From an optimization exercise on the open Yosys and OpenROAD flow, aimed at a short achievable clock period and few clock cycles per item; shortcuts taken in it are not production practice. At most, simulation tests tie the RTL to the original design; equivalence was not proved. No functional check of the RTL was part of runs 2 and 3. Power is estimated from default activity; no workload was simulated.

File: flow/config.mk
export PLATFORM = sky130hd
export DESIGN_NAME = divider
export DESIGN_NICKNAME = divider
export VERILOG_FILES = /design/flow/design.v
export SDC_FILE = /design/flow/constraint.sdc
export NUM_CORES = 4
export LEC_CHECK = 0
export CAP_MARGIN = 20
export CORE_MARGIN = 2
export CORE_UTILIZATION = 40
export SLEW_MARGIN = 20
File: flow/constraint.sdc
create_clock -name core_clock -period 7.0 [get_ports {clk}]
set_input_delay 1.4000 -clock core_clock [delete_from_list [all_inputs] [get_ports {clk}]]
set_output_delay 1.4000 -clock core_clock [all_outputs]
set_load 0.01 [all_outputs]
File: flow/design.v
`timescale 1ns / 1ps
module divider#(
  parameter WIDTH    = 32,
  parameter CACHING  =  0,  
  parameter INIT_VLD =  0  
)(
  input clk, 
  input rst, 
  input start, 
  input      [WIDTH-1:0] dividend, 
  input      [WIDTH-1:0] divisor, 
  output reg [WIDTH-1:0] quotient, 
  output     [WIDTH-1:0] remainder, 
  output reg zeroErr, 
  output valid
);
  localparam IDLE = 0,
             PREP = 1,
             CALC = 2;
  reg [1:0] state;
  reg [WIDTH-1:0] dividendOp; 
  reg [WIDTH  :0] divisorOp; 
  localparam C_WIDTH = $clog2(WIDTH)+1;
  reg [C_WIDTH-1:0] shiftCounter;
  always@(posedge clk) begin
    if(state == IDLE) begin
      shiftCounter <= 0;
    end case(state)
      PREP: shiftCounter <= shiftCounter+1;
      CALC: shiftCounter <= shiftCounter-1;
    endcase
  end
  wire zeroDivide = divisor == 0;
  wire useCache;  
  wire startCalculation = !zeroDivide && start && !(CACHING && useCache);
  wire subtract  = {1'b0,dividendOp} >= divisorOp && state == CALC;
  wire stopShift = dividendOp < (divisorOp<<1);
  generate  
    if(INIT_VLD) begin
      assign valid = state == IDLE && !start;
    end else begin
      reg valid_en;
      assign valid = valid_en && !start && state == IDLE;
      always@(posedge clk) begin
        if(rst) begin
          valid_en <= 0;
        end else begin
          valid_en <= valid_en || start;
        end
      end
    end
  endgenerate
  always@(posedge clk) begin
    if(rst) begin
      zeroErr <= 0;
    end else begin
      zeroErr <= start && state == IDLE ? zeroDivide : zeroErr;
    end
  end
  always@(posedge clk) begin
    if(startCalculation) begin
      divisorOp <= divisor;
    end else case(state)
      PREP: divisorOp <= divisorOp<<1;
      CALC: divisorOp <= divisorOp>>1;
    endcase
  end
  always@(posedge clk) begin
    if(startCalculation) begin
      dividendOp <= dividend;
    end else begin
      dividendOp <= subtract ? dividendOp-divisorOp : dividendOp; 
    end
  end
  always@(posedge clk) begin
    if(state == PREP) begin
      quotient <= 0;
    end else begin
      quotient <= state == CALC ? (quotient<<1) | subtract : quotient;
    end
  end
  assign remainder = dividendOp;
  always@(posedge clk) begin
    if(rst) begin
      state <= IDLE;
    end else case(state)
      IDLE: state <=  startCalculation ? PREP : state;
      PREP: state <=         stopShift ? CALC : state;
      CALC: state <= shiftCounter == 0 ? IDLE : state;
    endcase
  end
  generate  
    if(CACHING) begin
      reg [WIDTH-1:0] dividend_cached, divisor_cached;
      assign useCache = (dividend == dividend_cached) && (divisor == divisor_cached);
      always@(posedge clk) begin
        if (rst) begin
          dividend_cached <= 0;
          divisor_cached  <= 0;
        end else begin
          dividend_cached <= startCalculation && state == IDLE ? dividend : dividend_cached;
          divisor_cached  <= startCalculation && state == IDLE ? divisor  :  divisor_cached;
        end
      end
    end
  endgenerate
endmodule
File: flow/run.sh
#!/bin/bash
# synth_recipe.tcl (not shown) runs the flow's synth.tcl, then flattens the netlist and writes it again
# the make line also repeats each setting of config.mk as NAME=value (left out here)
make -C /OpenROAD-flow-scripts/flow DESIGN_CONFIG=/design/flow/config.mk WORK_HOME=/design/flow/orfs CLKGATE_MAP_FILE= SYNTH_SCRIPT=/design/flow/synth_recipe.tcl finish
==> results of run 1 <==
[area by class of cell]
class | instances | area [µm²] | share of cell area [%]
inverter | 49 | 184 | 2.01
timing repair buffer | 139 | 1390 | 15.2
multi-input combinational | 587 | 4140 | 45.2
clock buffer | 10 | 250 | 2.73
tap | 229 | 287 | 3.12
sequential | 107 | 2840 | 31.0
clock inverter | 6 | 72.6 | 0.791
[state kept, by name, indices dropped and copies added, names as in the netlist]
name,cells
divisorOp,33
dividendOp,32
quotient,32
shiftCounter,6
state,2
genblk1.valid_en,1
zeroErr,1
[power groups by stage]
stage	logic [mW]	registers, mW	clock network [mW]
final	2.22	1.09	0.557
after global routing	2.49	1.11	0.589
after CTS	2.22	1.09	0.572
after detailed placement	2.21	1.10	0
after global placement	2.20	1.10	0
after floorplan	1.58	1.07	0
[path summary, 6_finish.rpt]
path,end,cells past startpoint,startpoint,slack [ns]
worst max-delay path,valid,3,start,2.91
worst min-delay path,zeroErr,2,zeroErr,0.47
worst max register to register,dividendOp[15],11,divisorOp[1],3.07
worst min register to register,zeroErr,2,zeroErr,0.47
[metrics by stage]
step / power, mW / hold WS [ns]
finish: 3.87 / 0.469
CTS: 3.89 / 0.468
detailed placement: 3.32 / 0.454
global placement: 3.31 / 0.448
global route: 4.19 / 0.493
floorplan: 2.65 / 0.434
[cells in the mapped netlist, types with 3 or more instances]
| cell type | count |
|---|---|
| a31oi_1 | 7 |
| nor3_1 | 6 |
| and4_1 | 3 |
| or2_2 | 4 |
| ha_1 | 70 |
| nor2b_1 | 8 |
| buf_1 | 3 |
| or3_1 | 4 |
| nand2_1 | 43 |
| o21ai_0 | 22 |
| buf_2 | 4 |
| clkbuf_1 | 23 |
| xor2_1 | 14 |
| o211ai_1 | 4 |
| dfxtp_1 | 37 |
| a211oi_2 | 3 |
| a211oi_1 | 5 |
| and2_1 | 7 |
| o31ai_1 | 4 |
| nand2b_1 | 6 |
| a21o_1 | 32 |
| inv_1 | 49 |
| o2111ai_1 | 3 |
| nand3_1 | 9 |
| edfxtp_1 | 70 |
| nor4_1 | 12 |
| a31o_2 | 3 |
| mux2i_1 | 63 |
| nand4_1 | 13 |
| and3_1 | 7 |
| nor2_1 | 105 |
| a21oi_1 | 84 |
| xnor2_1 | 12 |
[cells by family after synthesis]
family	count (synthesis)	share of synthesized area, %
mux	64	8.85
flops	107	39.2
buf+inv	80	4.23
simple gates	233	15.0
xor+xnor	26	3.14
fa+ha+maj	72	12.6
compound gates	192	17.0
[layer usage]
metal,vias up,part of all wire (%),GRT usage (%)
li1,3056,-,-
met1,2784,48,27.7
met2,134,45,32.1
met3,14,6.8,6.35
met4,0,1.1,4.31
met5,-,0,0
[worst register-to-register path: stages, from the launching register on]
cell,delay [ns]
edfxtp_1,0.48
inv_1,0.17
ha_1,0.35
nor2b_1,0.18
o2111ai_1,0.15
a21oi_1,0.29
o21bai_1,0.18
a31oi_2,0.45
a31o_1,0.31
a21oi_1,0.12
o21ai_4,0.52
buf_4,0.40
==> qor.txt, run 1 <==
fin crit share -> 58.5%
1st-iter DRT viols -> 372
TritonCTS Sinks -> 107
Max IR drop VDD -> 0.000186 V
Comb power frac -> 57.4%
post-CTS resize count -> 0
Max Fanout on Critical Path -> 6
Required @ worst endpoint -> 5.60 ns
switching part of the total -> 43.5%
PnR worst setup slack -> 2.91 ns
vias -> 5988
# diodes -> 0
ordered cell list for the critical path -> clkdlybuf4s50_1 > nor2_1 > clkdlybuf4s50_1
FFs w/ async S/R, synth -> 0%
CP endpoint kind -> output port
Antenna Nets Post-Route -> 0
relative slew slack -> 47.4%
Setup crit start kind -> input port
largest net degree at the start of global routing -> 64
fmax -> 0.244 GHz
Worst-path clk slew -> 0.08 ns
synthesized cell area -> 7250 µm²
internal power -> 2.19 mW
number of global-route vias before repair -> 5970
layout cell share with drive strength beyond 1 -> 4.90%
Placement Cell Area -> 8820 µm²
total core area -> 17900 µm²
First-pass DRT Iterations -> 5
CP max stage cell -> clkdlybuf4s50_1
Fillers -> 1730
Sequential Power Share -> 28.2%
worst hold path type -> flop to flop
H-tree levels -> 3
Seq/Total Area, Yosys -> 39.2%
total CTS buffers -> 9
Yosys reg bits -> 107
Distinct cells, synth -> 63
final core utilization -> 51.2%
Port Buffers -> 132
total grt overflow -> 0
CP bufs+invs -> 2
Max stage delay on crit path -> 0.57 ns
Worst-Margin Slew -> 0.789 ns
Synth Instances -> 774
min cycle time layout -> 4.09 ns
width of the die -> 139 µm
placer congestion estimate -> 0.855
clock power share -> 14.4%
Worst-Skew Late Latency -> 0.37 ns
post-detail-place hpwl -> 14800 µm
commonest non-fill, non-tap cell in the layout -> clkdlybuf4s50_1
cell mode on critical path -> clkdlybuf4s50_1
CTS hold repair buffers -> 0
status -> finished clean
DP Worst Slack -> 2.28 ns
initial core utilization -> 40.5%
CTS tree -> done
placed cells -> 1110
gr usage total -> 20.3%
CP Class -> input port to output port
share of the synthesized area in the top cell type -> 29.0%
most frequent cells in the layout -> 132 x clkdlybuf4s50_1, 105 x nor2_1, 84 x a21oi_1
Post-synth EDFFs -> 70
post-route insts no fill -> 1127
Slew Limit Fails -> 0
Max clock buf depth -> 2
net switching power -> 1.68 mW
# setup viols final -> 0
cell area after layout -> 9170 µm²
arrival time of the worst setup path -> 2.69 ns
P per Cell Area -> 422 nW/µm²
DRC -> 0
ranking of synthesized cells by area -> edfxtp_1 29%, ha_1 12%, dfxtp_1 10%
CP delay by family, top -> buffers and inverters
final net count -> 1032
setup_tns -> 0 ns
post-CTS setup buffers -> 0
DR WL/cell -> 17.4 µm
RSZ-0062 raised after global routing -> false
# IOs -> 133
Post-Route WL -> 19600 µm
Post-synth top flop -> edfxtp_1
die area -> 19200 µm²
Syn Area/Cell -> 9.37 µm²
Area Growth Syn to Fin -> 26.4%
first-pass GRT wire length -> 31400 µm
Max-Cap Viols -> 0
die extent in y -> 139 µm
yosys warns -> 2
Std-Cell Rows -> 49
Setup Skew -> 0.00726 ns
Synth area leader -> edfxtp_1
root buffer cell -> clkbuf_16
LEAKAGE -> 3.81 nW
Vias/cell -> 5.31
antenna violations before repair -> 1
Syn Nets -> 913
Fin. Hold Viols -> 0
Testbench counts, summed over its fixed seeds: cycles 50,286, items 3,200.
==> run 2: changes to the inputs <==
==> flow/design.v (replaced) <==
`timescale 1ns / 1ps
module divider#(
  parameter WIDTH    = 32,
  parameter CACHING  =  0,
  parameter INIT_VLD =  0
)(
  input clk,
  input rst,
  input start,
  input      [WIDTH-1:0] dividend,
  input      [WIDTH-1:0] divisor,
  output     [WIDTH-1:0] quotient,
  output     [WIDTH-1:0] remainder,
  output reg zeroErr,
  output valid
);
  localparam K  = 4;
  localparam ND = 32 / K;       
  localparam NM = (1 << K) - 1;  
  localparam MW = 32 + K;        
  reg        vld;
  reg        align;
  reg  [3:0] cnt;
  reg [31:0] opA;
  reg [31:0] opD;
  reg [ND:0] csel;               
  reg [31:0] P;                  
  reg [31:0] AQ;                 
  reg [MW*NM-1:0] M;             
  assign valid     = vld;
  assign quotient  = AQ;
  assign remainder = P;
  wire [ND:0] lt;                
  genvar c, j;
  generate
    for (c = 0; c <= ND; c = c + 1) begin : g_lt
      if (c == ND) begin : g_last
        assign lt[c] = divisor != 0;
      end else begin : g_mid
        assign lt[c] = (dividend >> (K*c)) < divisor;
      end
    end
  endgenerate
  wire [ND:0] first = lt & ~{lt[ND-1:0], 1'b0};
  wire zeroDivide = divisor == 0;
  wire quick = zeroDivide | lt[0];
  reg [31:0] alP, alAQ;
  reg [3:0]  alCnt;
  integer i;
  always @* begin
    alP = 0; alAQ = 0; alCnt = 0;
    for (i = 1; i <= ND; i = i + 1) begin
      if (csel[i]) begin
        alP   = alP  | (opA >> (K*i));
        alAQ  = alAQ | (opA << (32 - K*i));
        alCnt = alCnt | i[3:0];
      end
    end
  end
  wire [MW-1:0] PS = {P, AQ[31:32-K]};
  wire [NM:0]   ge;              
  wire [31:0]   diff [0:NM];
  assign ge[0] = 1'b1;
  assign diff[0] = PS[31:0];
  generate
    for (j = 1; j <= NM; j = j + 1) begin : g_sub
      wire [MW:0] d = {1'b0, PS} - {1'b0, M[MW*(j-1) +: MW]};
      assign ge[j]   = ~d[MW];
      assign diff[j] = d[31:0];
    end
  endgenerate
  wire [NM:0] sel = ge & ~{1'b0, ge[NM:1]};
  reg [31:0] nextP;
  reg [K-1:0] digit;
  always @* begin
    nextP = 0; digit = 0;
    for (i = 0; i <= NM; i = i + 1) begin
      if (sel[i]) begin
        nextP = nextP | diff[i];
        digit = digit | i[K-1:0];
      end
    end
  end
  always @(posedge clk) begin
    if (rst) begin
      vld   <= 1'b0;
      align <= 1'b0;
      cnt   <= 0;
    end else if (start) begin
      vld   <= quick;
      align <= ~quick;
      cnt   <= 0;
    end else if (align) begin
      align <= 1'b0;
      cnt   <= alCnt;
    end else if (cnt != 0) begin
      cnt   <= cnt - 1'b1;
      if (cnt == 1) vld <= 1'b1;
    end
  end
  always @(posedge clk) begin
    if (rst) zeroErr <= 1'b0;
    else if (start) zeroErr <= zeroDivide;
  end
  always @(posedge clk) begin
    if (start) begin
      opA  <= dividend;
      opD  <= divisor;
      csel <= first;
    end
  end
  integer m;
  always @(posedge clk) begin
    if (align) begin
      for (m = 1; m <= NM; m = m + 1)
        M[MW*(m-1) +: MW] <= opD * m;
    end
  end
  always @(posedge clk) begin
    if (start) begin
      P  <= dividend;
      AQ <= 0;
    end else if (align) begin
      P  <= alP;
      AQ <= alAQ;
    end else if (cnt != 0) begin
      P  <= nextP;
      AQ <= {AQ[31-K:0], digit};
    end
  end
endmodule
==> qor.txt, run 2 <==
Placement Cell Area -> 61400 µm² (was 8820 µm²)
gr usage total -> 32.1% (was 20.3%)
Seq/Total Area, Yosys -> 20.7% (was 39.2%)
post-route insts no fill -> 8778 (was 1127)
P per Cell Area -> 456 nW/µm² (was 422 nW/µm²)
Required @ worst endpoint -> 7.44 ns (was 5.60 ns)
Met2 Wirelength -> 103000 µm (was 8750 µm)
Top Layer Used -> met4 (unchanged)
1st-iter DRT viols -> 6107 (was 372)
share of the synthesized area in the top cell type -> 20.0% (was 29.0%)
FFs w/ async S/R, synth -> 0% (unchanged)
# setup viols final -> 0 (unchanged)
Syn Area/Cell -> 8.58 µm² (was 9.37 µm²)
Max stage delay on crit path -> 0.66 ns (was 0.57 ns)
post-CTS setup buffers -> 0 (unchanged)
relative slew slack -> 24.8% (was 47.4%)
largest net degree at the start of global routing -> 149 (was 64)
CP endpoint kind -> flop (was output port)
layout cell share with drive strength beyond 1 -> 4.30% (was 4.90%)
M1 wire length -> 99600 µm (was 9340 µm)
commonest non-fill, non-tap cell in the layout -> ha_1 (was clkdlybuf4s50_1)
flip-flop count of the largest register after layout -> 263 (was 33)
Post-Route WL -> 240000 µm (was 19600 µm)
fin crit share -> 93.1% (was 58.5%)
Max-Cap Viols -> 0 (unchanged)
CTS hold repair buffers -> 0 (unchanged)
width of the die -> 382 µm (was 139 µm)
worst hold path type -> flop to flop (unchanged)
First-pass DRT Iterations -> 14 (was 5)
root buffer cell -> clkbuf_16 (unchanged)
fmax -> 0.153 GHz (was 0.244 GHz)
CP bufs+invs -> 2 (unchanged)
Yosys reg bits -> 406 (was 107)
DP Worst Slack -> 0.788 ns (was 2.28 ns)
Max Fanout on Critical Path -> 9 (was 6)
final core utilization -> 44.7% (was 51.2%)
H-tree levels -> 2 (was 3)
hold slack -> 0.489 ns (was 0.469 ns)
Worst-Margin Slew -> 1.12 ns (was 0.789 ns)
antenna violations before repair -> 2 (was 1)
yosys warns -> 1 (was 2)
synthesized cell area -> 57100 µm² (was 7250 µm²)
commonest cells in the netlist -> 914 x ha_1, 678 x inv_1, 591 x a21oi_1 (was 105 x nor2_1, 84 x a21oi_1, 70 x edfxtp_1, 70 x ha_1, 63 x mux2i_1)
Vias/cell -> 6.11 (was 5.31)
most frequent cells in the layout -> 914 x ha_1, 678 x inv_1, 590 x a21oi_1 (was 132 x clkdlybuf4s50_1, 105 x nor2_1, 84 x a21oi_1)
Worst-Skew Late Latency -> 0.71 ns (was 0.37 ns)
DRC -> 0 (unchanged)
Max IR drop VDD -> 0.000290 V (was 0.000186 V)
ranking of synthesized cells by area -> ha_1 20%, edfxtp_1 19%, xnor2_1 6.1% (was edfxtp_1 29%, ha_1 12%, dfxtp_1 10%)
number of global-route vias before repair -> 50500 (was 5970)
Distinct cells, synth -> 98 (was 63)
Max clock buf depth -> 3 (was 2)
CP delay by family, top -> compound AO/OA/AOI/OAI gates (was buffers and inverters)
Fillers -> 14000 (was 1730)
CTS tree -> done (unchanged)
Reg with most FFs -> M (was divisorOp)
LEAKAGE -> 28.2 nW (was 3.81 nW)
most numerous cell in the Yosys netlist -> ha_1 (was nor2_1)
Slew Limit Fails -> 0 (unchanged)
die extent in y -> 382 µm (was 139 µm)
total core area -> 142000 µm² (was 17900 µm²)
vias -> 53600 (was 5988)
post-detail-place hpwl -> 197000 µm (was 14800 µm)
Synth area leader -> ha_1 (was edfxtp_1)
DR WL/cell -> 27.4 µm (was 17.4 µm)
metal3 WL -> 15700 µm (was 1330 µm)
initial core utilization -> 40.3% (was 40.5%)
arrival time of the worst setup path -> 6.96 ns (was 2.69 ns)
setup_tns -> 0 ns (unchanged)
first-pass GRT wire length -> 348000 µm (was 31400 µm)
CP max stage cell -> o41ai_2 (was clkdlybuf4s50_1)
RSZ-0062 raised after global routing -> false (unchanged)
Area Growth Syn to Fin -> 10.8% (was 26.4%)
Std-Cell Rows -> 138 (was 49)
die area -> 146000 µm² (was 19200 µm²)
post-CTS resize count -> 0 (unchanged)
Antenna Nets Post-Route -> 0 (unchanged)
placed cells -> 8670 (was 1110)
Worst-path clk slew -> 0.07 ns (was 0.08 ns)
Synth Instances -> 6657 (was 774)
total grt overflow -> 0 (unchanged)
ordered cell list for the critical path -> inv_1 > ha_1 > fa_1 > nand2b_1 > a21oi_1 > o21ai_1 > a211oi_1 > a31oi_1 > nor3_1 > nor4_1 > o41ai_2 > or2_1 > buf_4 > o32a_1 > nand4_1 > a221oi_1 > nand4_1 > a22o_1 (was clkdlybuf4s50_1 > nor2_1 > clkdlybuf4s50_1)
Fin. Hold Viols -> 0 (unchanged)
total CTS buffers -> 54 (was 9)
status -> finished clean (unchanged)
Port Buffers -> 132 (unchanged)
placer congestion estimate -> 1.05 (was 0.855)
min cycle time layout -> 6.52 ns (was 4.09 ns)
final net count -> 7980 (was 1032)
Post-synth top flop -> edfxtp_1 (unchanged)
Pwr Total -> 28.9 mW (was 3.87 mW)
CP Class -> flop to flop (was input port to output port)
PnR worst setup slack -> 0.481 ns (was 2.91 ns)
Post-synth EDFFs -> 367 (was 70)
Syn Nets -> 7799 (was 913)
TritonCTS Sinks -> 406 (was 107)
cell mode on critical path -> nand4_1 (was clkdlybuf4s50_1)
cell area after layout -> 63300 µm² (was 9170 µm²)
# IOs -> 133 (unchanged)
Setup crit start kind -> flop (was input port)
Setup Skew -> 0.0517 ns (was 0.00726 ns)
run 2: changes by cell type in the layout (fill, tap and decap cells not counted), sizes merged, moves of 127 or more:
cell and change:
a21o +258, a21oi +506, buf +139, edfxtp +297
fa +159, ha +844, inv +629, nand2 +370
nand2b +127, nor2 +274, o21ai +333, xnor2 +384
xor2 +154
run 2: logic make-up (layout without fill, tap and decap cells):
| group | Yosys count | after routing | share of synthesized area, % |
|---|---|---|---|
| AO/OA/AOI/OAI | 2206 | 2206 | 25.9 |
| AND/OR/NAND/NOR | 1561 | 1561 | 13.3 |
| adder cells (fa/ha/maj) | 1075 | 1075 | 25.7 |
| buffers and inverters | 831 | 1058 | 5.52 |
| XOR/XNOR | 564 | 564 | 8.65 |
| flip-flops | 406 | 406 | 20.7 |
| multiplexers | 14 | 14 | 0.245 |
| other | 0 | 4 | 0 |
run 2: layout make-up:
| class | count | area, µm² | share of cell area (%) |
|---|---|---|---|
| multi-input combinational | 5420 | 42200 | 66.7 |
| sequential | 406 | 11800 | 18.7 |
| inverter | 679 | 2550 | 4.03 |
| timing repair buffer | 277 | 2450 | 3.87 |
| tap | 1890 | 2360 | 3.74 |
| clock buffer | 63 | 1390 | 2.19 |
| clock inverter | 39 | 485 | 0.767 |
| antenna | 4 | 10.0 | 0.0158 |
run 2: path summary, 6_finish.rpt:
| check | start | endpoint | slack (ns) | cells past startpoint |
|---|---|---|---|---|
| setup / recovery | AQ[30] | P[14] | 0.48 | 18 |
| hold reg to reg | AQ[12] | AQ[12] | 0.49 | 2 |
| hold / removal | AQ[12] | AQ[12] | 0.49 | 2 |
| setup reg to reg | AQ[30] | P[14] | 0.48 | 18 |
run 2: worst register-to-register path: stages, from the launching register on:
cell,delay [ns]
dfxtp_1,0.59
inv_1,0.22
ha_1,0.31
fa_1,0.43
nand2b_1,0.21
a21oi_1,0.28
o21ai_1,0.20
a211oi_1,0.49
a31oi_1,0.41
nor3_1,0.54
nor4_1,0.12
o41ai_2,0.66
or2_1,0.60
buf_4,0.29
o32a_1,0.19
nand4_1,0.09
a221oi_1,0.33
nand4_1,0.14
a22o_1,0.20
run 2: per-layer routing:
metal	up-vias	GRT usage [%]
met2	2293	49.3
met3	565	3.76
met1	25700	41.4
met4	0	23.7
li1	25000	-
met5	-	0
run 2: power by group:
| group | internal (mW) | switching, mW |
|---|---|---|
| combinational | 8.23 | 13.7 |
| clock | 1.76 | 1.29 |
| sequential | 3.32 | 0.555 |
| total | 13.3 | 15.5 |
==> run 3: changes to the inputs <==
--- a/flow/design.v
+++ b/flow/design.v
@@ -110,10 +110,33 @@
     end
   end
   integer m;
+  function [MW-1:0] mult(input [31:0] d, input integer jj);
+    reg [MW-1:0] x;
+    begin
+      x = {{K{1'b0}}, d};
+      case (jj)
+        1:  mult = x;
+        2:  mult = x << 1;
+        3:  mult = (x << 1) + x;
+        4:  mult = x << 2;
+        5:  mult = (x << 2) + x;
+        6:  mult = (x << 2) + (x << 1);
+        7:  mult = (x << 3) - x;
+        8:  mult = x << 3;
+        9:  mult = (x << 3) + x;
+        10: mult = (x << 3) + (x << 1);
+        11: mult = (x << 3) + (x << 1) + x;
+        12: mult = (x << 3) + (x << 2);
+        13: mult = (x << 3) + (x << 2) + x;
+        14: mult = (x << 4) - (x << 1);
+        default: mult = (x << 4) - x;
+      endcase
+    end
+  endfunction
   always @(posedge clk) begin
     if (align) begin
       for (m = 1; m <= NM; m = m + 1)
-        M[MW*(m-1) +: MW] <= opD * m;
+        M[MW*(m-1) +: MW] <= mult(opD, m);
     end
   end
   always @(posedge clk) begin
--- a/flow/config.mk
+++ b/flow/config.mk
@@ -5,7 +5,9 @@
 export SDC_FILE = /design/flow/constraint.sdc
 export NUM_CORES = 4
 export LEC_CHECK = 0
+export ABC_CLOCK_PERIOD_IN_PS = 2500
 export CAP_MARGIN = 20
 export CORE_MARGIN = 2
 export CORE_UTILIZATION = 40
+export SETUP_SLACK_MARGIN = 4.5
 export SLEW_MARGIN = 20
==> qor.txt, run 3 <==
DRC -> 0 (unchanged)
relative slew slack -> 11.3% (was 24.8%)
Pwr Total -> 35.1 mW (was 28.9 mW)
Synth area leader -> edfxtp_1 (was ha_1)
Post-synth top flop -> edfxtp_1 (unchanged)
Worst-path clk slew -> 0.07 ns (about the same)
most numerous cell in the Yosys netlist -> ha_1 (unchanged)
Max IR drop VDD -> 0.000255 V (was 0.000290 V)
fin crit share -> 72.7% (was 93.1%)
root buffer cell -> clkbuf_16 (unchanged)
CP endpoint kind -> flop (unchanged)
CP Class -> flop to flop (unchanged)
yosys warns -> 1 (unchanged)
Distinct cells, synth -> 114 (was 98)
ranking of synthesized cells by area -> edfxtp_1 20%, ha_1 19%, xnor2_1 6.1% (was ha_1 20%, edfxtp_1 19%, xnor2_1 6.1%)
Port Buffers -> 132 (unchanged)
die extent in y -> 375 µm (was 382 µm)
final net count -> 8396 (was 7980)
Syn Nets -> 7516 (was 7799)
1st-iter DRT viols -> 7433 (was 6107)
LEAKAGE -> 31.5 nW (was 28.2 nW)
largest net degree at the start of global routing -> 74 (was 149)
Reg2Reg Setup Slack -> 1.91 ns (was 0.48 ns)
Seq/Total Area, Yosys -> 21.5% (was 20.7%)
antenna violations before repair -> 14 (was 2)
number of global-route vias before repair -> 57100 (was 50500)
status -> finished clean (unchanged)
Fillers -> 12500 (was 14000)
gr usage total -> 38.2% (was 32.1%)
total core area -> 137000 µm² (was 142000 µm²)
Slew Limit Fails -> 0 (unchanged)
# IOs -> 133 (unchanged)
TritonCTS Sinks -> 407 (was 406)
layout cell share with drive strength beyond 1 -> 28.5% (was 4.30%)
CP delay by family, top -> compound AO/OA/AOI/OAI gates (unchanged)
post-detail-place hpwl -> 214000 µm (was 197000 µm)
RSZ-0062 raised after global routing -> true (was false)
Syn Area/Cell -> 8.35 µm² (was 8.58 µm²)
total grt overflow -> 0 (unchanged)
P per Cell Area -> 467 nW/µm² (was 456 nW/µm²)
Max stage delay on crit path -> 0.51 ns (was 0.66 ns)
placer congestion estimate -> 1.05 (about the same)
initial core utilization -> 40.2% (was 40.3%)
First-pass DRT Iterations -> 8 (was 14)
total CTS buffers -> 46 (was 54)
Antenna Nets Post-Route -> 0 (unchanged)
Vias/cell -> 6.53 (was 6.11)
Required @ worst endpoint -> 7.37 ns (was 7.44 ns)
Max clock buf depth -> 3 (unchanged)
hold slack -> 0.496 ns (was 0.489 ns)
worst hold path type -> flop to flop (unchanged)
fmax -> 0.196 GHz (was 0.153 GHz)
ordered cell list for the critical path -> buf_6 > fa_2 > a211oi_2 > nor2_2 > o22ai_2 > nand2b_4 > a31oi_4 > a211o_4 > a21oi_4 > xnor2_2 > ha_1 > buf_6 > or3_4 > o2111ai_2 > o211ai_1 > buf_4 > buf_6 > o21a_1 > nor2_2 > o21ai_2 > a21oi_1 > nor2b_1 > nor3_1 > nor2_1 (was inv_1 > ha_1 > fa_1 > nand2b_1 > a21oi_1 > o21ai_1 > a211oi_1 > a31oi_1 > nor3_1 > nor4_1 > o41ai_2 > or2_1 > buf_4 > o32a_1 > nand4_1 > a221oi_1 > nand4_1 > a22o_1)
Setup crit start kind -> flop (unchanged)
commonest non-fill, non-tap cell in the layout -> ha_1 (unchanged)
Fin. Hold Viols -> 0 (unchanged)
Area Growth Syn to Fin -> 36.6% (was 10.8%)
Std-Cell Rows -> 136 (was 138)
vias -> 60700 (was 53600)
cell mode on critical path -> buf_6 (was nand4_1)
Worst-Margin Slew -> 1.32 ns (was 1.12 ns)
die area -> 141000 µm² (was 146000 µm²)
width of the die -> 375 µm (was 382 µm)
CP max stage cell -> edfxtp_1 (was o41ai_2)
Setup Skew -> 0.0238 ns (was 0.0517 ns)
Worst-Skew Late Latency -> 0.62 ns (was 0.71 ns)
synthesized cell area -> 55100 µm² (was 57100 µm²)
share of the synthesized area in the top cell type -> 20.1% (was 20.0%)
commonest cells in the netlist -> 845 x ha_1, 612 x a21oi_1, 462 x inv_1 (was 914 x ha_1, 678 x inv_1, 591 x a21oi_1)
Yosys reg bits -> 407 (was 406)
flip-flop count of the largest register after layout -> 264 (was 263)
Max-Cap Viols -> 0 (unchanged)
most frequent cells in the layout -> 724 x ha_1, 553 x buf_4, 469 x a21oi_1 (was 914 x ha_1, 678 x inv_1, 590 x a21oi_1)
Post-Route WL -> 286000 µm (was 240000 µm)
# setup viols final -> 0 (unchanged)
CP bufs+invs -> 4 (was 2)
setup_tns -> 0 ns (unchanged)
first-pass GRT wire length -> 395000 µm (was 348000 µm)
Synth Instances -> 6593 (was 6657)
Max Fanout on Critical Path -> 4 (was 9)
H-tree levels -> 2 (unchanged)
Reg with most FFs -> M (unchanged)
CTS tree -> done (unchanged)
arrival time of the worst setup path -> 5.46 ns (was 6.96 ns)
DR WL/cell -> 30.7 µm (was 27.4 µm)
min cycle time layout -> 5.09 ns (was 6.52 ns)
FFs w/ async S/R, synth -> 0% (unchanged)
Post-synth EDFFs -> 368 (was 367)
==> run 3: kinds of logic after synthesis <==
family,synth area share [%]
compound gates,29.6
xor+xnor,9.17
fa+ha+maj,19.6
buf+inv,4.64
flops,21.5
mux,0.152
simple gates,15.4
==> run 3: stage by stage <==
step	instances	setup slack, ns	util, %	area (µm²)
after global placement	8440	1.20	43.7	59900
after detailed placement	8441	1.21	43.7	60000
after global routing	9300	1.76	54.8	75200
after CTS	9111	1.97	52.2	71600
after floorplan	6593	2.33	-	56500
final	9303	1.91	54.8	75200
==> run 3: timing repair <==
item	CTS	global route
setup buffers	579	189
gates resized for setup	1544	481
endpoints found under the setup margin	475	401
gates cloned	10	0
pin swaps	463	404
hold buffers	0	0
==> run 3: path summary, 6_finish.rpt <==
path,startpoint,to,cells past startpoint
setup / recovery,opD[1],M[461],24
hold / removal,zeroErr,zeroErr,2
setup reg to reg,opD[1],M[461],24
hold reg to reg,zeroErr,zeroErr,2
==> run 3: layer usage <==
layer / up-vias / GRT usage (%) / routed length, µm
li1: 26800 / - / -
met3: 760 / 7.27 / 28600
met4: 6 / 17.3 / 16600
met1: 29600 / 51.2 / 117000
met5: - / 0 / 34
met2: 3520 / 59.6 / 123000
==> run 3: final cells by class <==
class                      count  area, µm²  area share [%]
tap                         1794       2240            2.98
clock buffer                  58       1240            1.65
clock inverter                23        228           0.303
inverter                     466       1790            2.38
antenna                        3       7.51         0.00998
multi-input combinational   5524      47700            63.4
sequential                   407      11900            15.9
timing repair buffer        1028      10100            13.4
==> run 3: power breakdown <==
group,switching [mW],internal [mW],total (mW)
sequential,0.381,3.23,3.61
combinational,17.2,11.7,29.0
clock,1.14,1.37,2.51
==> run 3: worst reg2reg max path: cells and delay by family, from the launching register on <==
family	cells	cell delay, ns
simple gates	7	1.02
flops	1	0.51
fa+ha+maj	2	0.71
compound gates	10	1.84
xor+xnor	1	0.13
buf+inv	4	0.62
==> run 4: changes to the inputs <==
==> flow/design.v (replaced) <==
`timescale 1ns / 1ps
module divider#(
  parameter WIDTH    = 32,
  parameter CACHING  =  0,
  parameter INIT_VLD =  0
)(
  input clk,
  input rst,
  input start,
  input      [WIDTH-1:0] dividend,
  input      [WIDTH-1:0] divisor,
  output     [WIDTH-1:0] quotient,
  output     [WIDTH-1:0] remainder,
  output reg zeroErr,
  output valid
);
  localparam K  = 4;
  localparam ND = 32 / K;        
  localparam NM = (1 << K) - 1;  
  localparam MW = 32 + K;        
  reg          vld;
  reg    [3:0] cnt;
  reg   [31:0] P;                
  reg   [31:0] AQ;               
  reg [MW*NM-1:0] M;             
  assign valid     = vld;
  assign quotient  = AQ;
  assign remainder = P;
  wire [ND:0] lt;                
  genvar c, j;
  generate
    for (c = 0; c <= ND; c = c + 1) begin : g_lt
      if (c == ND) begin : g_last
        assign lt[c] = divisor != 0;
      end else begin : g_mid
        assign lt[c] = (dividend >> (K*c)) < divisor;
      end
    end
  endgenerate
  wire [ND:0] first = lt & ~{lt[ND-1:0], 1'b0};
  wire zeroDivide = divisor == 0;
  reg [31:0] alP, alAQ;
  reg [3:0]  alCnt;
  integer i;
  always @* begin
    alP = 0; alAQ = 0; alCnt = 0;
    for (i = 0; i <= ND; i = i + 1) begin
      if (first[i]) begin
        alP   = alP  | (dividend >> (K*i));
        alAQ  = alAQ | (dividend << (32 - K*i));
        alCnt = alCnt | i[3:0];
      end
    end
  end
  function [MW-1:0] mult(input [31:0] d, input integer jj);
    reg [MW-1:0] x, a, b, e, s, cy;
    begin
      x = {{K{1'b0}}, d};
      case (jj)
        11: begin a = x << 3; b = x << 1; e = x; end
        13: begin a = x << 3; b = x << 2; e = x; end
        default: begin a = 0; b = 0; e = 0; end
      endcase
      s  = a ^ b ^ e;
      cy = ((a & b) | (a & e) | (b & e)) << 1;
      case (jj)
        1:  mult = x;
        2:  mult = x << 1;
        3:  mult = (x << 1) + x;
        4:  mult = x << 2;
        5:  mult = (x << 2) + x;
        6:  mult = (x << 2) + (x << 1);
        7:  mult = (x << 3) - x;
        8:  mult = x << 3;
        9:  mult = (x << 3) + x;
        10: mult = (x << 3) + (x << 1);
        12: mult = (x << 3) + (x << 2);
        14: mult = (x << 4) - (x << 1);
        15: mult = (x << 4) - x;
        default: mult = s + cy;
      endcase
    end
  endfunction
  wire [MW-1:0] PS = {P, AQ[31:32-K]};
  wire [NM:0]   ge;              
  wire [31:0]   diff [0:NM];
  assign ge[0] = 1'b1;
  assign diff[0] = PS[31:0];
  generate
    for (j = 1; j <= NM; j = j + 1) begin : g_sub
      wire [MW:0] d = {1'b0, PS} - {1'b0, M[MW*(j-1) +: MW]};
      assign ge[j]   = ~d[MW];
      assign diff[j] = d[31:0];
    end
  endgenerate
  wire [NM:0] sel = ge & ~{1'b0, ge[NM:1]};
  reg [31:0] nextP;
  reg [K-1:0] digit;
  always @* begin
    nextP = 0; digit = 0;
    for (i = 0; i <= NM; i = i + 1) begin
      if (sel[i]) begin
        nextP = nextP | diff[i];
        digit = digit | i[K-1:0];
      end
    end
  end
  always @(posedge clk) begin
    if (rst) begin
      vld <= 1'b0;
      cnt <= 0;
    end else if (start) begin
      vld <= zeroDivide | lt[0];
      cnt <= zeroDivide ? 4'd0 : alCnt;
    end else if (cnt != 0) begin
      cnt <= cnt - 1'b1;
      if (cnt == 1) vld <= 1'b1;
    end
  end
  always @(posedge clk) begin
    if (rst) zeroErr <= 1'b0;
    else if (start) zeroErr <= zeroDivide;
  end
  integer m;
  always @(posedge clk) begin
    if (start) begin
      for (m = 1; m <= NM; m = m + 1)
        M[MW*(m-1) +: MW] <= mult(divisor, m);
    end
  end
  always @(posedge clk) begin
    if (start) begin
      P  <= alP;
      AQ <= alAQ;
    end else if (cnt != 0) begin
      P  <= nextP;
      AQ <= {AQ[31-K:0], digit};
    end
  end
endmodule
==> flow/config.mk (replaced) <==
export PLATFORM = sky130hd
export DESIGN_NAME = divider
export DESIGN_NICKNAME = divider
export VERILOG_FILES = /design/flow/design.v
export SDC_FILE = /design/flow/constraint.sdc
export NUM_CORES = 4
export LEC_CHECK = 0
export CAP_MARGIN = 20
export CORE_MARGIN = 2
export CORE_UTILIZATION = 70
export PLACE_DENSITY = 0.8
export SETUP_SLACK_MARGIN = 4.5
export SLEW_MARGIN = 20
==> qor.txt, run 4 <==
Post-synth top flop -> edfxtp_1 (unchanged)
share of the synthesized area in the top cell type -> 20.0% (was 20.1%)
post-detail-place hpwl -> 183000 µm (was 214000 µm)
Synth area leader -> ha_1 (was edfxtp_1)
ranking of synthesized cells by area -> ha_1 20%, edfxtp_1 18%, xnor2_1 6.2% (was edfxtp_1 20%, ha_1 19%, xnor2_1 6.1%)
Synth Instances -> 6529 (was 6593)
Std-Cell Rows -> 101 (was 136)
Max clock buf depth -> 3 (unchanged)
placed cells -> 7630 (was 8441)
number of global-route vias before repair -> 86900
post-synthesis compound-gate area fraction -> 29.1% (was 29.6%)
Distinct cells, synth -> 107 (was 114)
yosys warns -> 1 (unchanged)
error msg -> [ERROR GRT-0116] Global routing finished with congestion. Check the congestion regions in the DRC Viewer.
Synth Area in XOR/XNOR -> 9.30% (was 9.17%)
synthesized cell area -> 53900 µm² (was 55100 µm²)
gr usage total -> 102%
Syn Nets -> 7529 (was 7516)
Seq/Total Area, Yosys -> 18.5% (was 21.5%)
Fail Step -> 5_1_grt
# IOs -> 133 (unchanged)
largest net degree at the start of global routing -> 101
Yosys reg bits -> 334 (was 407)
placer congestion estimate -> 1.14 (was 1.05)
mux contribution to synthesized area -> 0.114% (was 0.152%)
Syn Area/Cell -> 8.25 µm² (was 8.35 µm²)
die extent in y -> 281 µm (was 375 µm)
Post-synth EDFFs -> 328 (was 368)
DP Worst Slack -> 0.440 ns (was 1.21 ns)
simple-gate share of the synthesized area -> 15.5% (was 15.4%)
total grt overflow -> 4139
initial core utilization -> 70.8% (was 40.2%)
TritonCTS Sinks -> 334 (was 407)
most numerous cell in the Yosys netlist -> ha_1 (unchanged)
first-pass GRT wire length -> 610000 µm
width of the die -> 281 µm (was 375 µm)
Port Buffers -> 132 (unchanged)
largest family of logic cells by synthesized area -> compound AO/OA/AOI/OAI gates (unchanged)
FFs w/ async S/R, synth -> 0% (unchanged)
Post-Synth Adder-Cell Area -> 22.7% (was 19.6%)
total CTS buffers -> 38 (was 46)
root buffer cell -> clkbuf_16 (unchanged)
status -> aborted with a tool error (was finished clean)
H-tree levels -> 2 (unchanged)
commonest cells in the netlist -> 862 x ha_1, 609 x a21oi_1, 472 x nor2_1 (was 845 x ha_1, 612 x a21oi_1, 462 x inv_1)
## run 4: worst max path at each step
stage / end / slack (ns)
CTS: M[394] / 2.36
detailed placement: M[394] / 0.44
global placement: M[394] / 0.51
floorplan: M[394] / 2.25
## run 4: kinds of logic after synthesis
kind of cell | count (synthesis)
AND/OR/NAND/NOR | 1706
AO/OA/AOI/OAI | 2307
multiplexers | 6
buffers and inverters | 671
flip-flops | 334
XOR/XNOR | 572
adder cells (fa/ha/maj) | 933
## run 4: power by group through the flow
stage / clock network [mW] / registers (mW) / logic (mW)
3_3_place_gp: 0 / 3.33 / 20.8
2_1_floorplan: 0 / 3.31 / 14.4
4_1_cts: 1.99 / 3.10 / 26.2
3_5_place_dp: 0 / 3.35 / 21.2
## run 4: stage by stage
step                instance area (µm²)  util, %  hold WS, ns  power (mW)
floorplan                         55200        -        0.510        17.7
global placement                  58000     76.3        0.485        24.1
detailed placement                58000     76.3        0.485        24.6
CTS                               70500     92.7        0.499        31.3
## run 4: routing by layer
metal | overflow | GRT usage (%)
met4 | 935 | 106
met2 | 2179 | 112
met1 | 505 | 96.7
met3 | 447 | 94.6
met5 | 73 | 84.9
## run 4: repair_timing
action                     in CTS
buffers inserted              630
hold buffers                    0
cloned                         22
setup endpoints to repair     594
resized for setup            1771
pin swaps                     472
Testbench counts of run 4, summed over its fixed seeds: cycles 8,936, items 3,200.
==> run 5: changes to the inputs <==
--- a/flow/config.mk
+++ b/flow/config.mk
@@ -7,7 +7,6 @@
 export LEC_CHECK = 0
 export CAP_MARGIN = 20
 export CORE_MARGIN = 2
-export CORE_UTILIZATION = 70
-export PLACE_DENSITY = 0.8
+export CORE_UTILIZATION = 55
 export SETUP_SLACK_MARGIN = 4.5
 export SLEW_MARGIN = 20
==> qor.txt, run 5 <==
synthesized cell area -> 53900 µm² (unchanged)
commonest cells in the netlist -> 862 x ha_1, 609 x a21oi_1, 472 x nor2_1 (unchanged)
antenna violations before repair -> 56
Syn Nets -> 7529 (unchanged)
width of the die -> 317 µm (was 281 µm)
Synth area leader -> ha_1 (unchanged)
share of the synthesized area in the top cell type -> 20.0% (unchanged)
total CTS buffers -> 41 (was 38)
most numerous cell in the Yosys netlist -> ha_1 (unchanged)
WEP type -> register input
Yosys reg bits -> 334 (unchanged)
yosys warns -> 1 (unchanged)
Syn Area/Cell -> 8.25 µm² (unchanged)
initial core utilization -> 55.6% (was 70.8%)
status -> aborted with a tool error (unchanged)
root buffer cell -> clkbuf_16 (unchanged)
Max clock buf depth -> 3 (unchanged)
Distinct cells, synth -> 107 (unchanged)
largest net degree at the start of global routing -> 62
Post-Synth Adder-Cell Area -> 22.7% (unchanged)
Synth Instances -> 6529 (unchanged)
die extent in y -> 317 µm (was 281 µm)
Std-Cell Rows -> 114 (was 101)
gr usage total -> 70.7%
grt repair worst endpoint -> P[27]$_DFFE_PP_/D
# IOs -> 133 (unchanged)
total grt overflow -> 88
ranking of synthesized cells by area -> ha_1 20%, edfxtp_1 18%, xnor2_1 6.2% (unchanged)
Post-synth top flop -> edfxtp_1 (unchanged)
error msg -> [ERROR GRT-0232] Routing congestion too high. Check the congestion heatmap in the GUI. (was [ERROR GRT-0116] Global routing finished with congestion. Check the congestion regions in the DRC Viewer.)
simple-gate share of the synthesized area -> 15.5% (unchanged)
post-detail-place hpwl -> 195000 µm (was 183000 µm)
post-synthesis compound-gate area fraction -> 29.1% (unchanged)
mux contribution to synthesized area -> 0.114% (unchanged)
largest family of logic cells by synthesized area -> compound AO/OA/AOI/OAI gates (unchanged)
Port Buffers -> 132 (unchanged)
FFs w/ async S/R, synth -> 0% (unchanged)
placer congestion estimate -> 1.12 (was 1.14)
Synth Area in XOR/XNOR -> 9.30% (unchanged)
Seq/Total Area, Yosys -> 18.5% (unchanged)
TritonCTS Sinks -> 334 (unchanged)
H-tree levels -> 2 (unchanged)
Post-synth EDFFs -> 328 (unchanged)
Fail Step -> 5_1_grt (unchanged)
run 5: routing by layer:
| layer | GRT usage, % | GRT overflow |
|---|---|---|
| met1 | 75.1 | 1 |
| met2 | 88.1 | 49 |
| met5 | 32.0 | 0 |
| met4 | 58.9 | 37 |
| met3 | 53.3 | 1 |
run 5: cell families after synthesis:
family          Yosys count
compound gates         2307
xor+xnor                572
fa+ha+maj               933
buf+inv                 671
flops                   334
mux                       6
simple gates           1706
run 5: how the worst max path moves through the flow:
stage,startpoint,endpoint,slack (ns),depth (start not counted)
CTS,M[504],P[16],2.37,20
detailed placement,divisor[2],M[394],0.12,17
global placement,divisor[2],M[394],0.22,17
floorplan,divisor[1],M[394],2.25,16
run 5: power by group through the flow:
stage | logic, mW | clock network, mW | registers [mW]
floorplan | 14.4 | 0 | 3.31
global placement | 21.6 | 0 | 3.39
detailed placement | 21.8 | 0 | 3.40
CTS | 26.7 | 2.29 | 3.10
run 5: timing repair:
item	in CTS
pin swaps	460
hold buffers	0
hold endpoints to repair	0
gates resized for setup	1663
setup endpoints to repair	556
setup buffers	580
cloned	16
run 5: per-stage QoR:
| step | area [µm²] | setup WS [ns] | hold WS [ns] | instances |
|---|---|---|---|---|
| 3_5_place_dp | 58600 | 0.119 | 0.522 | 7909 |
| 2_1_floorplan | 55200 | 2.25 | 0.510 | 6529 |
| 3_3_place_gp | 58600 | 0.216 | 0.515 | 7909 |
| 4_1_cts | 70600 | 2.37 | 0.568 | 8578 |
==> run 6: changes to the inputs <==
--- a/flow/config.mk
+++ b/flow/config.mk
@@ -5,8 +5,9 @@
 export SDC_FILE = /design/flow/constraint.sdc
 export NUM_CORES = 4
 export LEC_CHECK = 0
+export ABC_CLOCK_PERIOD_IN_PS = 2500
 export CAP_MARGIN = 20
 export CORE_MARGIN = 2
-export CORE_UTILIZATION = 55
+export CORE_UTILIZATION = 40
 export SETUP_SLACK_MARGIN = 4.5
 export SLEW_MARGIN = 20
==> qor.txt, run 6 <==
gr usage total -> 39.0%
H-tree levels -> 2 (unchanged)
LEAKAGE -> 32.3 nW
TritonCTS Sinks -> 334 (unchanged)
Hold EP -> zeroErr
hold slack -> 0.527 ns
Max Fanout on Critical Path -> 5
HP Start -> zeroErr
Max-Cap Viols -> 0
register area -> 9970 µm²
Synth area leader -> ha_1 (unchanged)
worst hold path type -> flop to flop
flip-flop count of the largest register after layout -> 264
arrival time of the worst setup path -> 5.37 ns
min cycle time layout -> 4.99 ns
commonest non-fill, non-tap cell in the layout -> ha_1
CP Class -> flop to flop
FF-to-FF path depth -> 18
Std-Cell Rows -> 134 (was 114)
vias -> 62000
synthesized cell area -> 53900 µm² (unchanged)
final net count -> 8519
placed cells -> 8428 (was 7909)
Required @ worst endpoint -> 7.38 ns
most numerous cell in the Yosys netlist -> ha_1 (unchanged)
Fillers -> 11400
relative slew slack -> 31.7%
DRC -> 0
Yosys reg bits -> 334 (unchanged)
top flop regs -> M (264), AQ (32), P (32)
Max clock buf depth -> 3 (unchanged)
fmax -> 0.200 GHz
Synth Instances -> 6529 (unchanged)
CTS tree -> done
post-route insts no fill -> 9326
Sequential Power Share -> 8.7%
Post-Route WL -> 291000 µm
Fin. Hold Viols -> 0
# setup viols final -> 0
Post-synth top flop -> edfxtp_1 (unchanged)
Setup Skew -> 0.0443 ns
Worst-Margin Slew -> 1.01 ns
Max IR drop VDD -> 0.000238 V
first-pass GRT wire length -> 393000 µm
Post-synth EDFFs -> 328 (unchanged)
footprint of the multi-input gates -> 48300 µm²
Slew Limit Fails -> 0
Vias/cell -> 6.64
setup_tns -> 0 ns
most frequent cells in the layout -> 736 x ha_1, 608 x buf_4, 468 x a21oi_1
total CTS buffers -> 46 (was 41)
Reg with most FFs -> M
Port Buffers -> 132 (unchanged)
Seq/Total Area, Yosys -> 18.5% (unchanged)
FFs w/ async S/R, synth -> 0% (unchanged)
Setup crit start kind -> flop
number of global-route vias before repair -> 57500
fin crit share -> 71.3%
Worst-path clk slew -> 0.06 ns
die extent in y -> 371 µm (was 317 µm)
largest net degree at the start of global routing -> 70
Antenna Nets Post-Route -> 0
RSZ-0062 raised after global routing -> true
post-detail-place hpwl -> 205000 µm (was 195000 µm)
Placement Cell Area -> 59500 µm² (was 58600 µm²)
Distinct cells, synth -> 107 (unchanged)
Worst R2R End -> P[11]
die area -> 138000 µm²
Syn Area/Cell -> 8.25 µm² (unchanged)
internal power -> 16.2 mW
CTS hold repair buffers -> 0 (unchanged)
antenna violations before repair -> 19
P per Cell Area -> 472 nW/µm²
share of the synthesized area in the top cell type -> 20.0% (unchanged)
Area Growth Syn to Fin -> 40.7%
CP endpoint kind -> flop
Syn Nets -> 7529 (unchanged)
layout cell share with drive strength beyond 1 -> 29.3%
yosys warns -> 1 (unchanged)
Comb power frac -> 84.4%
width of the die -> 371 µm (was 317 µm)
First-pass DRT Iterations -> 7
switching part of the total -> 54.8%
# IOs -> 133 (unchanged)
status -> finished clean (was aborted with a tool error)
Worst-Skew Late Latency -> 0.65 ns
clock power share -> 6.9%
initial core utilization -> 40.3% (was 55.6%)
ranking of synthesized cells by area -> ha_1 20%, edfxtp_1 18%, xnor2_1 6.2% (unchanged)
net switching power -> 19.6 mW
1st-iter DRT viols -> 8313
total grt overflow -> 0
Hold Crit Depth -> 2
Pwr Total -> 35.8 mW
Crit Reg-Reg Startpoint -> AQ[28]
Reg2Reg Setup Slack -> 2.01 ns
DR WL/cell -> 31.2 µm
commonest cells in the netlist -> 862 x ha_1, 609 x a21oi_1, 472 x nor2_1 (unchanged)
placer congestion estimate -> 1.04 (was 1.12)
root buffer cell -> clkbuf_16 (unchanged)
cell area after layout -> 75800 µm²
total core area -> 134000 µm²
run 6: cell counts after synthesis:
Identical to the previous run, type by type.
run 6: power groups by stage:
stage,Sequential (mW),Combinational (mW),Clock (mW)
2_1_floorplan,3.31,14.4,0
4_1_cts,3.08,27.6,2.46
3_3_place_gp,3.50,22.4,0
3_5_place_dp,3.51,22.4,0
6_report,3.12,30.2,2.48
5_1_grt,3.13,31.2,2.54
run 6: layout make-up:
type	count	area share, %
inverters	470	2.54
repair inverters	1	0.00991
diodes	7	0.0231
flip-flops and latches	334	13.2
well taps	1768	2.92
clock inverters	30	0.395
clock buffers	50	1.60
multi-input cells	5526	63.8
repair buffers	1140	15.6
run 6: worst max path at each step:
stage	from	endpoint	slack (ns)	depth (start not counted)
after floorplan	divisor[1]	M[394]	2.25	16
after global placement	divisor[2]	M[394]	0.64	18
after detailed placement	divisor[2]	M[394]	0.58	18
after CTS	AQ[28]	P[29]	2.26	19
after global routing	AQ[28]	P[29]	2.05	19
final	AQ[28]	P[11]	2.01	18
run 6: stage by stage:
step           worst slack [ns]  util [%]
6_report                   2.01      56.7
3_5_place_dp              0.577      44.5
5_1_grt                    2.05      56.7
2_1_floorplan              2.25         -
3_3_place_gp              0.635      44.5
4_1_cts                    2.26      54.0
run 6: cells by family after synthesis:
kind of cell               Yosys count  synth area share (%)
DFF                                334                  18.5
buffers and inverters              671                  4.84
xor gates and xnor gates           572                  9.30
and+or+nand+nor                   1706                  15.5
muxes                                6                 0.114
adders and majority gates          933                  22.7
AOI/OAI and AO/OA                 2307                  29.1
run 6: worst max-delay path, cell delays in order (launching register included):
cell and delay, ns:
edfxtp_1 0.39, buf_6 0.17, inv_4 0.06, ha_4 0.15, inv_2 0.04, fa_2 0.38
a211oi_4 0.24, o211ai_1 0.21, a221o_1 0.43, o2111a_2 0.34, o211a_4 0.30, o2111ai_4 0.26
a21boi_4 0.10, buf_12 0.18, buf_4 0.18, buf_12 0.15, a221oi_4 0.30, nand4_1 0.53
a2bb2oi_1 0.29
run 6: per-layer routing:
layer | routed length [µm] | vias up | GRT usage [%]
met3 | 36600 | 1177 | 9.13
met2 | 122000 | 4294 | 60.1
met4 | 20700 | 14 | 18.8
li1 | - | 26600 | -
met1 | 112000 | 29800 | 51.3
met5 | 98 | - | 0
run 6: what timing repair did:
action | in CTS | in global routing
endpoints found under the setup margin | 597 | 423
resized for setup | 1693 | 422
cloned | 22 | 2
buffers inserted | 591 | 196
pin swaps | 492 | 406

## re-timing with driven ports
The flow's constraints put no driver on any port. The routed layouts listed below were extracted and timed again, unchanged, in two steps.
Step 1 sets driving cells, clkbuf_16 on the clock port and buf_2 on the other inputs (assumed; they add their load-dependent delay and slew).
Step 2 adds t to the input delays and takes it off the output delays; t is the mean of the earliest and latest rising clock arrival at the registers after step 1. Input paths then give back, and output paths get back, about the clock's delay inside the block.
Slacks: ideal ports / drivers / drivers and shift; pairs: ideal ports / drivers.
| run | shift t [ns] | setup slack, ns | worst data-port slew with drivers (ns) | cell pins on the clock port's net |
|---|---|---|---|---|
| run 1 | 0.409 | 2.907 / 2.873 / 2.582 | 0.06 | 1 |
| run 2 | 0.770 | 0.481 / 0.481 / 0.481 | 0.05 | 1 |
| run 3 | 0.692 | 1.911 / 1.911 / 1.911 | 0.07 | 1 |
| run 6 | 0.717 | 2.012 / 2.012 / 1.485 | 0.31 | 1 |
After both steps every run listed still meets setup and hold. The setup slack of run 6, which loses most, moves by 0.000 ns with the drivers and by -0.527 ns with both steps.
